From an optimization exercise on the open Yosys and OpenROAD flow, aimed at small area and a short achievable clock period; shortcuts taken in it are not production practice.
Where RTL was checked, it was by simulation tests only, not by an equivalence proof against the original.
Power figures rest on the tool's default switching activity, not on a simulated workload.

v6:
## mm2s_dds_modulator
module mm2s_dds_modulator(
    input wire          S_AXI_CLK,
    input wire          S_AXI_ARESETN,
    output wire         S_AXI_AWREADY,
    input wire   [31:0] S_AXI_AWADDR,
    input wire          S_AXI_AWVALID,
    output wire         S_AXI_WREADY,
    input wire   [31:0] S_AXI_WDATA,
    input wire   [3:0]  S_AXI_WSTRB,
    input wire          S_AXI_WVALID,
    input wire          S_AXI_BREADY,
    output wire  [1:0]  S_AXI_BRESP,
    output wire         S_AXI_BVALID,
    output wire         S_AXI_ARREADY,
    input wire   [31:0] S_AXI_ARADDR,
    input wire          S_AXI_ARVALID,
    input wire          S_AXI_RREADY,
    output wire  [31:0] S_AXI_RDATA,
    output wire  [1:0]  S_AXI_RRESP,
    output wire         S_AXI_RVALID,
    output wire dds_en_o,
    output wire [71:0] m_axis_modulation_tdata,
    output wire m_axis_modulation_tvalid,
    output wire m_axis_modulation_tlast,
    input wire m_axis_modulation_tready
);
==> flow/config.mk <==
export PLATFORM = sky130hd
export DESIGN_NAME = mm2s_dds_modulator
export DESIGN_NICKNAME = mm2s_dds_modulator
export VERILOG_FILES = /design/flow/design.v
export SDC_FILE = /design/flow/constraint.sdc
export NUM_CORES = 4
export LEC_CHECK = 0
export CAP_MARGIN = 20
export CORE_MARGIN = 2
export CORE_UTILIZATION = 40
export CTS_CLUSTER_DIAMETER = 120
export CTS_CLUSTER_SIZE = 24
export SETUP_SLACK_MARGIN = 2.5
export SLEW_MARGIN = 20
==> flow/constraint.sdc <==
create_clock -name core_clock -period 5.5 [get_ports {S_AXI_CLK}]
set_input_delay 1.1000 -clock core_clock [delete_from_list [all_inputs] [get_ports {S_AXI_CLK}]]
set_output_delay 1.1000 -clock core_clock [all_outputs]
set_load 0.01 [all_outputs]
standard.sh (not shown) runs the stock make flow with config.mk's settings and CLKGATE_MAP_FILE= SYNTH_SCRIPT=/design/flow/synth_recipe.tcl, a recipe that flattens the netlist after the stock synthesis.
==> flow/flow/run.sh <==
#!/bin/bash
cp standard.sh standard_sh.log
export BUFFER_PORTS_ARGS="-buffer_cell sky130_fd_sc_hd__buf_1"
bash standard.sh > standard.log 2>&1
The inputs of v7 differ from those of v6 as listed below.
--- a/flow/design.v
+++ b/flow/design.v
@@ -165,30 +165,26 @@
     wire        ge_x   = we2 ? ge_w : ge_r;
     wire        tz_n   = !rstn | (we2 ? ~|tau_w : tz_q);
     wire ge_n = !rstn | ge_x;
     wire        ramp  = sb[2] & sb[1];
     wire        run   = en & sb[1] & pto_n;
     wire        mcmp;
     dds_cmp_ge #(.W(30), .L(5)) u_mcmp (.a(mcnt), .b(phigh), .ge(mcmp));
     wire [29:0] mstart = ramp ? pinc : 30'd0;
-    wire [29:0] msum_d, msum_1;
-    dds_add #(.W(30), .L(5)) u_madd (.a(mcnt), .b(delta), .s(msum_d));
-    assign msum_1 = mcnt + 30'd1;
-    wire [29:0] msum = sb[2] ? msum_d : msum_1;
+    wire [29:0] msum;
+    dds_add #(.W(30), .L(5)) u_madd (.a(mcnt), .b(sb[2] ? delta : 30'd1), .s(msum));
     wire [29:0] mcnt_n = (run && !mcmp) ? msum : mstart;
     wire        barker_en = ~sb[2] & sb[1] & pto_n;
     wire        bwrap     = (bcnt == bnum - 4'd1);
     wire [3:0]  bcnt_inc  = bcnt + 4'd1;
     wire        bstep     = run & mcmp;
     wire [3:0]  bcnt_n    = (!barker_en) ? 4'd0 : !bstep ? bcnt : bwrap ? 4'd0 : bcnt_inc;
     wire [15:0] code_n    = {3'b000, code_x};
-    wire        code_hold = code_n[bcnt];
-    wire        code_inc  = bwrap ? code_n[0] : code_n[bcnt_inc];
-    wire        code_bit  = (!barker_en) ? code_n[0] : bstep ? code_inc : code_hold;
+    wire        code_bit  = code_n[bcnt_n];
     wire        bmode_n   = ~sb_x[2] & sb_x[1];
     wire        offset_n  = bmode_n & ~code_bit;
     wire        pon_n  = sb_x[0] | ~ge_x;
     wire        ramp_n = sb_x[2] & sb_x[1];
     wire        cnt_go  = rstn & m_axis_modulation_tready & en & dbg & ~tlast_q;
     wire [16:0] lfsr_n  = cnt_go ? {lfsr[15:0], ~(lfsr[16] ^ lfsr[13])} : 17'd0;
     wire        tlast_n = cnt_go & (lfsr == LFSR_LAST);
     always @(posedge clk) begin
### Flow results
Taking v6 as the reference, in v7 mux cell area share after synthesis now smaller, area fraction in compound gates after synthesis now larger.
Non-clock buffer count was higher in the run labelled v7.
[v7] required time reported for the critical path endpoint fell 0.05 ns relative to v6
Delta (v7 minus v6): share of the final layout cell area in multi-input gates fell by 1.2 points; sequential share of layout area went up 0.76 points; total number of tap cells shrank by about 1.3%; total power draw went down; number of clock-tree buffers in the layout up about 4%.
A startpoint of the worst setup timing path of cfg4[12] is what v6 shows, while cfg1[2] belongs to v7.
Sort v7 and v6 by time the final worst path needs with I/O delays and setup asc -> top: v6
v7 vs v6: final worst-path cycle share up
Function was not checked in any run of this note: the RTL went through the layout flow alone.

The RTL this note starts from:
==> flow/design.v <==
package dds_modulator_pkg;
parameter FCLK_MHZ = 125;
parameter ENABLE_BIT = 0;
parameter DEBUG_BIT = 1;
parameter STATE_BITS = 3;    
parameter CONT_NO_MOD =     3'b?01;    
parameter CONT_MOD_FREC =   3'b111;
parameter CONT_MOD_PHASE =  3'b011;
parameter PULS_NO_MOD =     3'b?00;
parameter PULS_MOD_FREC =   3'b110;
parameter PULS_MOD_PHASE =  3'b010;
parameter PULS_NO_MOD_TB =     3'b000;
parameter CONT_NO_MOD_TB =  3'b001;    
parameter PERIOD_COUNTER_BITS = 15;
parameter PINC_BITS = 30;    
parameter BARKER_2 = 2'b10;
parameter BARKER_3 = 3'b110;
parameter BARKER_4 = 4'b1011;
parameter BARKER_5 = 5'b11101;
parameter BARKER_7 = 7'b1110010;
parameter BARKER_11 = 11'b11100010010;
parameter BARKER_13 = 13'b1111100110101;
parameter PHASE_OFFSET_180 = 536870911;
parameter MAX_DEBUG_PACKETS = 125000;
endpackage
`timescale 1ns / 1ps
module mm2s_dds_modulator(
    input wire          S_AXI_CLK,
    input wire          S_AXI_ARESETN,
    output wire         S_AXI_AWREADY,
    input wire   [31:0] S_AXI_AWADDR,
    input wire          S_AXI_AWVALID,
    output wire         S_AXI_WREADY,
    input wire   [31:0] S_AXI_WDATA,
    input wire   [3:0]  S_AXI_WSTRB,
    input wire          S_AXI_WVALID,
    input wire          S_AXI_BREADY,
    output wire  [1:0]  S_AXI_BRESP,
    output wire         S_AXI_BVALID,
    output wire         S_AXI_ARREADY,
    input wire   [31:0] S_AXI_ARADDR,
    input wire          S_AXI_ARVALID,
    input wire          S_AXI_RREADY,
    output wire  [31:0] S_AXI_RDATA,
    output wire  [1:0]  S_AXI_RRESP,
    output wire         S_AXI_RVALID,
    output wire dds_en_o,
    output wire [71:0] m_axis_modulation_tdata,
    output wire m_axis_modulation_tvalid,
    output wire m_axis_modulation_tlast,
    input wire m_axis_modulation_tready
);
    wire clk  = S_AXI_CLK;
    wire rstn = S_AXI_ARESETN;
    localparam [16:0] LFSR_LAST = 17'h1C742;
    reg w_data, w_resp;
    reg [2:0] widx;      
    always @(posedge clk) begin
        if (!rstn) begin
            w_data <= 1'b0;
            w_resp <= 1'b0;
        end else begin
            w_data <= w_data ? ~S_AXI_WVALID : (~w_resp & S_AXI_AWVALID);
            w_resp <= w_resp ? ~S_AXI_BREADY : (w_data & S_AXI_WVALID);
        end
    end
    assign S_AXI_AWREADY = ~(w_data | w_resp);
    assign S_AXI_WREADY  = w_data;
    assign S_AXI_BVALID  = w_resp;
    assign S_AXI_BRESP   = 2'b00;
    wire aw_bad = |S_AXI_AWADDR[1:0] | |S_AXI_AWADDR[7:5] | (S_AXI_AWADDR[4] & S_AXI_AWADDR[3]);
    always @(posedge clk)
        if (!w_data) widx <= aw_bad ? 3'd7 : S_AXI_AWADDR[4:2];
    wire wr = w_data & S_AXI_WVALID;
    wire we0 = wr & (widx == 3'd0);
    wire we1 = wr & (widx == 3'd1);
    wire we2 = wr & (widx == 3'd2);
    wire we3 = wr & (widx == 3'd3);
    wire we4 = wr & (widx == 3'd4);
    wire we5 = wr & (widx == 3'd5);
    reg [31:0] cfg0, cfg1, cfg2, cfg3, cfg4, cfg5;
    reg tlast_q;
    wire ld0 = rstn & we0, hd0 = rstn & ~we0;
    wire ld1 = rstn & we1, hd1 = rstn & ~we1;
    wire ld2 = rstn & we2, hd2 = rstn & ~we2;
    wire ld3 = rstn & we3, hd3 = rstn & ~we3;
    wire ld4 = rstn & we4, hd4 = rstn & ~we4;
    wire ld5 = rstn & we5, hd5 = rstn & ~we5;
    wire [31:0] wd = S_AXI_WDATA;
    wire [31:0] cfg0_n;
    assign cfg0_n[0]    = (ld0 & wd[0]) | (hd0 & cfg0[0]);
    assign cfg0_n[1]    = !rstn ? 1'b0 : cfg0[1] ? ~tlast_q : (we0 & wd[1]);
    assign cfg0_n[31:2] = ({30{ld0}} & wd[31:2]) | ({30{hd0}} & cfg0[31:2]);
    wire [31:0] cfg1_n = ({32{ld1}} & wd) | ({32{hd1}} & cfg1);
    wire [31:0] cfg2_n = ({32{ld2}} & wd) | ({32{hd2}} & cfg2);
    wire [31:0] cfg3_n = ({32{ld3}} & wd) | ({32{hd3}} & cfg3);
    wire [31:0] cfg4_n = ({32{ld4}} & wd) | ({32{hd4}} & cfg4);
    wire [31:0] cfg5_n = ({32{ld5}} & wd) | ({32{hd5}} & cfg5);
    always @(posedge clk) begin
        cfg0 <= cfg0_n;
        cfg1 <= cfg1_n;
        cfg2 <= cfg2_n;
        cfg3 <= cfg3_n;
        cfg4 <= cfg4_n;
        cfg5 <= cfg5_n;
    end
    reg r_valid;
    reg [31:0] rdata;
    always @(posedge clk) begin
        if (!rstn) r_valid <= 1'b0;
        else       r_valid <= r_valid ? ~S_AXI_RREADY : S_AXI_ARVALID;
    end
    assign S_AXI_ARREADY = ~r_valid;
    assign S_AXI_RVALID  = r_valid;
    assign S_AXI_RDATA   = rdata;
    assign S_AXI_RRESP   = 2'b00;
    wire ar_bad = |S_AXI_ARADDR[1:0] | |S_AXI_ARADDR[7:5];
    reg [31:0] rsel;
    always @(*) begin
        case (S_AXI_ARADDR[4:2])
            3'd0: rsel = cfg0;
            3'd1: rsel = cfg1;
            3'd2: rsel = cfg2;
            3'd3: rsel = cfg3;
            3'd4: rsel = cfg4;
            3'd5: rsel = cfg5;
            default: rsel = 32'd0;
        endcase
        if (ar_bad) rsel = 32'd0;
    end
    always @(posedge clk)
        if (!r_valid) rdata <= rsel;
    wire        en     = cfg0[0];
    wire        dbg    = cfg0[1];
    wire [2:0]  sb     = cfg1[2:0];
    wire [14:0] period = cfg2[14:0];
    wire [29:0] pinc   = cfg3[29:0];
    wire [29:0] phigh  = cfg4[29:0];
    wire [29:0] delta  = cfg5[29:0];
    wire [3:0]  bnum   = cfg5[31:28];
    reg  [14:0] pcnt;
    reg         ge_q;        
    reg  [29:0] mcnt;
    reg  [3:0]  bcnt;
    reg         sel_m_q;     
    reg         sel_p_q;     
    reg         offset_q;    
    reg  [16:0] lfsr;
    wire pto_n = sb[0] | ~ge_q;             
    wire [14:0] pcnt_inc = pcnt + 15'd1;
    wire [14:0] pcnt_n = (!rstn || (!sb[0] && pcnt == period)) ? 15'd0 :
                         (!sb[0] && en) ? pcnt_inc : pcnt;
    wire ge_n;
    dds_cmp_ge #(.W(15), .L(4)) u_ge (.a(pcnt_n), .b(cfg2_n[30:16]), .ge(ge_n));
    wire        ramp  = sb[2] & sb[1];
    wire        run   = en & sb[1] & pto_n;
    wire        mcmp;
    dds_cmp_ge #(.W(30), .L(5)) u_mcmp (.a(mcnt), .b(phigh), .ge(mcmp));
    wire [29:0] mstart = ramp ? pinc : 30'd0;
    wire [29:0] msum;
    dds_add #(.W(30), .L(5)) u_madd (.a(mcnt), .b(sb[2] ? delta : 30'd1), .s(msum));
    wire [29:0] mcnt_n = (run && !mcmp) ? msum : mstart;
    wire        barker_en = ~sb[2] & sb[1] & pto_n;
    wire        bwrap     = (bcnt == bnum - 4'd1);
    wire [3:0]  bcnt_inc  = bcnt + 4'd1;
    wire        bstep     = run & mcmp;
    wire [3:0]  bcnt_n    = (!barker_en) ? 4'd0 : !bstep ? bcnt : bwrap ? 4'd0 : bcnt_inc;
    wire [15:0] code_n    = {3'b000, cfg5_n[12:0]};
    wire        code_hold = code_n[bcnt];
    wire        code_inc  = bwrap ? code_n[0] : code_n[bcnt_inc];
    wire        code_bit  = (!barker_en) ? code_n[0] : bstep ? code_inc : code_hold;
    wire        bmode_n   = ~cfg1_n[2] & cfg1_n[1];
    wire        offset_n  = bmode_n & ~code_bit;
    wire        pon_n  = cfg1_n[0] | ~ge_n;
    wire        ramp_n = cfg1_n[2] & cfg1_n[1];
    wire        cnt_go  = rstn & m_axis_modulation_tready & en & dbg & ~tlast_q;
    wire [16:0] lfsr_n  = cnt_go ? {lfsr[15:0], ~(lfsr[16] ^ lfsr[13])} : 17'd0;
    wire        tlast_n = cnt_go & (lfsr == LFSR_LAST);
    always @(posedge clk) begin
        pcnt     <= pcnt_n;
        ge_q     <= ge_n;
        mcnt     <= mcnt_n;
        bcnt     <= bcnt_n;
        offset_q <= offset_n;
        sel_m_q  <= ramp_n & pon_n;
        sel_p_q  <= ~ramp_n & pon_n;
        lfsr     <= lfsr_n;
        tlast_q  <= tlast_n;
    end
    assign dds_en_o = en;
    assign m_axis_modulation_tvalid = en & m_axis_modulation_tready;
    assign m_axis_modulation_tlast  = tlast_q;
    assign m_axis_modulation_tdata  = {7'b0, ~sb[0] & ge_q, 2'b00, 1'b0, {29{offset_q}}, 2'b00,
                                       ({30{sel_m_q}} & mcnt) | ({30{sel_p_q}} & pinc)};
endmodule
module dds_cmp_ge #(parameter W = 15, parameter L = 4) (
    input  [W-1:0] a,
    input  [W-1:0] b,
    output         ge
);
    localparam N = 1 << L;
    wire [N*(L+1)-1:0] gt, lt;
    genvar i, l;
    generate
        for (i = 0; i < N; i = i + 1) begin : lv0
            if (i < W) begin : leaf
                assign gt[i] = a[i] & ~b[i];
                assign lt[i] = ~a[i] & b[i];
            end else begin : pad
                assign gt[i] = 1'b0;
                assign lt[i] = 1'b0;
            end
        end
        for (l = 0; l < L; l = l + 1) begin : lv
            for (i = 0; i < N; i = i + 1) begin : nd
                if (i < (N >> (l + 1))) begin : node
                    assign gt[(l+1)*N + i] = gt[l*N + 2*i + 1] | (~lt[l*N + 2*i + 1] & gt[l*N + 2*i]);
                    assign lt[(l+1)*N + i] = lt[l*N + 2*i + 1] | (~gt[l*N + 2*i + 1] & lt[l*N + 2*i]);
                end else begin : unused
                    assign gt[(l+1)*N + i] = 1'b0;
                    assign lt[(l+1)*N + i] = 1'b0;
                end
            end
        end
    endgenerate
    assign ge = ~lt[L*N];
endmodule
module dds_add #(parameter W = 30, parameter L = 5) (
    input  [W-1:0] a,
    input  [W-1:0] b,
    output [W-1:0] s
);
    wire [W*(L+1)-1:0] g, p;
    genvar i, l;
    generate
        for (i = 0; i < W; i = i + 1) begin : lv0
            assign g[i] = a[i] & b[i];
            assign p[i] = a[i] ^ b[i];
        end
        for (l = 0; l < L; l = l + 1) begin : lv
            for (i = 0; i < W; i = i + 1) begin : nd
                if ((i >> l) & 1) begin : node
                    assign g[(l+1)*W + i] = g[l*W + i] | (p[l*W + i] & g[l*W + ((i >> l) << l) - 1]);
                    assign p[(l+1)*W + i] = p[l*W + i] & p[l*W + ((i >> l) << l) - 1];
                end else begin : pass
                    assign g[(l+1)*W + i] = g[l*W + i];
                    assign p[(l+1)*W + i] = p[l*W + i];
                end
            end
        end
    endgenerate
    assign s = p[W-1:0] ^ {g[L*W +: W-1], 1'b0};
endmodule
clock: 5.5 ns
lec_check: 0
cap_margin: 20
core_margin: 2
core_utilization: 40
cts_cluster_diameter: 120
cts_cluster_size: 24
setup_slack_margin: 2.5
slew_margin: 20
==> flow/flow/run.sh <==
#!/bin/bash
set -e
HERE=$(pwd)
mkdir -p "$HERE/scripts_alt"
for f in "$FLOW_HOME"/scripts/*; do ln -sf "$f" "$HERE/scripts_alt/"; done
rm -f "$HERE/scripts_alt/abc_speed.script"
cp "$HERE/flow/abc_speed.script" "$HERE/scripts_alt/abc_speed.script"
export SCRIPTS_DIR="$HERE/scripts_alt"
export BUFFER_PORTS_ARGS="-buffer_cell sky130_fd_sc_hd__buf_1"
export SKIP_GATE_CLONING=1
cp standard.sh standard_sh.log
bash standard.sh > standard.log 2>&1
==> flow/flow/abc_speed.script <==
&get -n
&st
&dch
&nf
&put
buffer -c
topo
stime -c
upsize -c
dnsize -c
Next try:
--- a/flow/design.v
+++ b/flow/design.v
@@ -84,21 +84,23 @@
     wire ld1 = rstn & we1, hd1 = rstn & ~we1;
     wire ld2 = rstn & we2, hd2 = rstn & ~we2;
     wire ld3 = rstn & we3, hd3 = rstn & ~we3;
     wire ld4 = rstn & we4, hd4 = rstn & ~we4;
     wire ld5 = rstn & we5, hd5 = rstn & ~we5;
     wire [31:0] wd = S_AXI_WDATA;
+    wire [2:0]  sb_x   = we1 ? wd[2:0] : cfg1[2:0];
+    wire [12:0] code_x = we5 ? wd[12:0] : cfg5[12:0];
     wire [31:0] cfg0_n;
     assign cfg0_n[0]    = (ld0 & wd[0]) | (hd0 & cfg0[0]);
     assign cfg0_n[1]    = !rstn ? 1'b0 : cfg0[1] ? ~tlast_q : (we0 & wd[1]);
     assign cfg0_n[31:2] = ({30{ld0}} & wd[31:2]) | ({30{hd0}} & cfg0[31:2]);
-    wire [31:0] cfg1_n = ({32{ld1}} & wd) | ({32{hd1}} & cfg1);
+    wire [31:0] cfg1_n = {({29{ld1}} & wd[31:3]) | ({29{hd1}} & cfg1[31:3]), {3{rstn}} & sb_x};
     wire [31:0] cfg2_n = ({32{ld2}} & wd) | ({32{hd2}} & cfg2);
     wire [31:0] cfg3_n = ({32{ld3}} & wd) | ({32{hd3}} & cfg3);
     wire [31:0] cfg4_n = ({32{ld4}} & wd) | ({32{hd4}} & cfg4);
-    wire [31:0] cfg5_n = ({32{ld5}} & wd) | ({32{hd5}} & cfg5);
+    wire [31:0] cfg5_n = {({19{ld5}} & wd[31:13]) | ({19{hd5}} & cfg5[31:13]), {13{rstn}} & code_x};
     always @(posedge clk) begin
         cfg0 <= cfg0_n;
         cfg1 <= cfg1_n;
         cfg2 <= cfg2_n;
         cfg3 <= cfg3_n;
         cfg4 <= cfg4_n;
@@ -137,24 +139,35 @@
     wire [29:0] pinc   = cfg3[29:0];
     wire [29:0] phigh  = cfg4[29:0];
     wire [29:0] delta  = cfg5[29:0];
     wire [3:0]  bnum   = cfg5[31:28];
     reg  [14:0] pcnt;
     reg         ge_q;        
+    reg         tz_q;        
     reg  [29:0] mcnt;
     reg  [3:0]  bcnt;
     reg         sel_m_q;     
     reg         sel_p_q;     
     reg         offset_q;    
     reg  [16:0] lfsr;
     wire pto_n = sb[0] | ~ge_q;             
     wire [14:0] pcnt_inc = pcnt + 15'd1;
-    wire [14:0] pcnt_n = (!rstn || (!sb[0] && pcnt == period)) ? 15'd0 :
-                         (!sb[0] && en) ? pcnt_inc : pcnt;
-    wire ge_n;
-    dds_cmp_ge #(.W(15), .L(4)) u_ge (.a(pcnt_n), .b(cfg2_n[30:16]), .ge(ge_n));
+    wire        p_clr  = !sb[0] && pcnt == period;
+    wire        p_inc  = !sb[0] && en;
+    wire [14:0] pcnt_x = p_clr ? 15'd0 : p_inc ? pcnt_inc : pcnt;
+    wire [14:0] pcnt_n = {15{rstn}} & pcnt_x;
+    wire [14:0] tau_w  = wd[30:16];
+    wire        ge_hw, ge_iw;        
+    dds_cmp_ge #(.W(15), .L(4)) u_ge_hw (.a(pcnt), .b(tau_w), .ge(ge_hw));
+    dds_cmp_ge #(.W(15), .L(4)) u_ge_iw (.a(pcnt_inc), .b(tau_w), .ge(ge_iw));
+    wire        ge_ir  = (&pcnt) ? tz_q : (ge_q | (pcnt_inc == cfg2[30:16]));
+    wire        ge_w   = p_clr ? ~|tau_w : p_inc ? ge_iw : ge_hw;
+    wire        ge_r   = p_clr ? tz_q : p_inc ? ge_ir : ge_q;
+    wire        ge_x   = we2 ? ge_w : ge_r;
+    wire        tz_n   = !rstn | (we2 ? ~|tau_w : tz_q);
+    wire ge_n = !rstn | ge_x;
     wire        ramp  = sb[2] & sb[1];
     wire        run   = en & sb[1] & pto_n;
     wire        mcmp;
     dds_cmp_ge #(.W(30), .L(5)) u_mcmp (.a(mcnt), .b(phigh), .ge(mcmp));
     wire [29:0] mstart = ramp ? pinc : 30'd0;
     wire [29:0] msum;
@@ -162,26 +175,27 @@
     wire [29:0] mcnt_n = (run && !mcmp) ? msum : mstart;
     wire        barker_en = ~sb[2] & sb[1] & pto_n;
     wire        bwrap     = (bcnt == bnum - 4'd1);
     wire [3:0]  bcnt_inc  = bcnt + 4'd1;
     wire        bstep     = run & mcmp;
     wire [3:0]  bcnt_n    = (!barker_en) ? 4'd0 : !bstep ? bcnt : bwrap ? 4'd0 : bcnt_inc;
-    wire [15:0] code_n    = {3'b000, cfg5_n[12:0]};
+    wire [15:0] code_n    = {3'b000, code_x};
     wire        code_hold = code_n[bcnt];
     wire        code_inc  = bwrap ? code_n[0] : code_n[bcnt_inc];
     wire        code_bit  = (!barker_en) ? code_n[0] : bstep ? code_inc : code_hold;
-    wire        bmode_n   = ~cfg1_n[2] & cfg1_n[1];
+    wire        bmode_n   = ~sb_x[2] & sb_x[1];
     wire        offset_n  = bmode_n & ~code_bit;
-    wire        pon_n  = cfg1_n[0] | ~ge_n;
-    wire        ramp_n = cfg1_n[2] & cfg1_n[1];
+    wire        pon_n  = sb_x[0] | ~ge_x;
+    wire        ramp_n = sb_x[2] & sb_x[1];
     wire        cnt_go  = rstn & m_axis_modulation_tready & en & dbg & ~tlast_q;
     wire [16:0] lfsr_n  = cnt_go ? {lfsr[15:0], ~(lfsr[16] ^ lfsr[13])} : 17'd0;
     wire        tlast_n = cnt_go & (lfsr == LFSR_LAST);
     always @(posedge clk) begin
         pcnt     <= pcnt_n;
         ge_q     <= ge_n;
+        tz_q     <= tz_n;
         mcnt     <= mcnt_n;
         bcnt     <= bcnt_n;
         offset_q <= offset_n;
         sel_m_q  <= ramp_n & pon_n;
         sel_p_q  <= ~ramp_n & pon_n;
         lfsr     <= lfsr_n;
Result: The changed run completed with no timing, DRC or antenna violations; area after synthesis rose by a few percent; sequential power hardly moves; global-route usage is about the same; via count rose by a few percent; total power rose slightly; hold slack loses 0.0093 ns; clock power barely changes; worst setup slack loses 0.0031 ns; wire length rose by a few percent; sequential cell count rose by 1.

-- port drivers added, routing unchanged --
No port has a modelled driver above. Below, the same layouts with a new extraction and two added sets of constraints. Step 1, drivers: a clkbuf_16 drives S_AXI_CLK and a buf_2 each remaining input, both assumed. Step 2 adds t to the input delays and takes it off the output delays; t is the mean of the earliest and latest rising clock arrival at the registers after step 1. Input paths then give back, and output paths get back, about the clock's delay inside the block. a / b / c = no drivers / after step 1 / after step 2; a / b = the first two.
run	t (ns)	slack for setup (ns)	worst hold slack (ns)	slew at the worst register clock pin (ns)	worst slew at a driven data input, ns
v6	0.555	2.535 / 2.535 / 2.086	0.441 / 0.441 / 0.441	0.11 / 0.11	0.07
v7	0.578	2.328 / 2.328 / 2.035	0.453 / 0.453 / 0.453	0.11 / 0.11	0.06
the first run of note 2	0.559	2.503 / 2.503 / 2.049	0.453 / 0.453 / 0.453	0.10 / 0.10	0.06
the second run of note 2	0.562	2.500 / 2.500 / 2.016	0.444 / 0.444 / 0.444	0.11 / 0.11	0.10
After both steps every run listed still meets setup and hold. The setup slack of the second run of note 2, which loses most, moves by 0.000 ns with the drivers and by -0.484 ns with both steps.
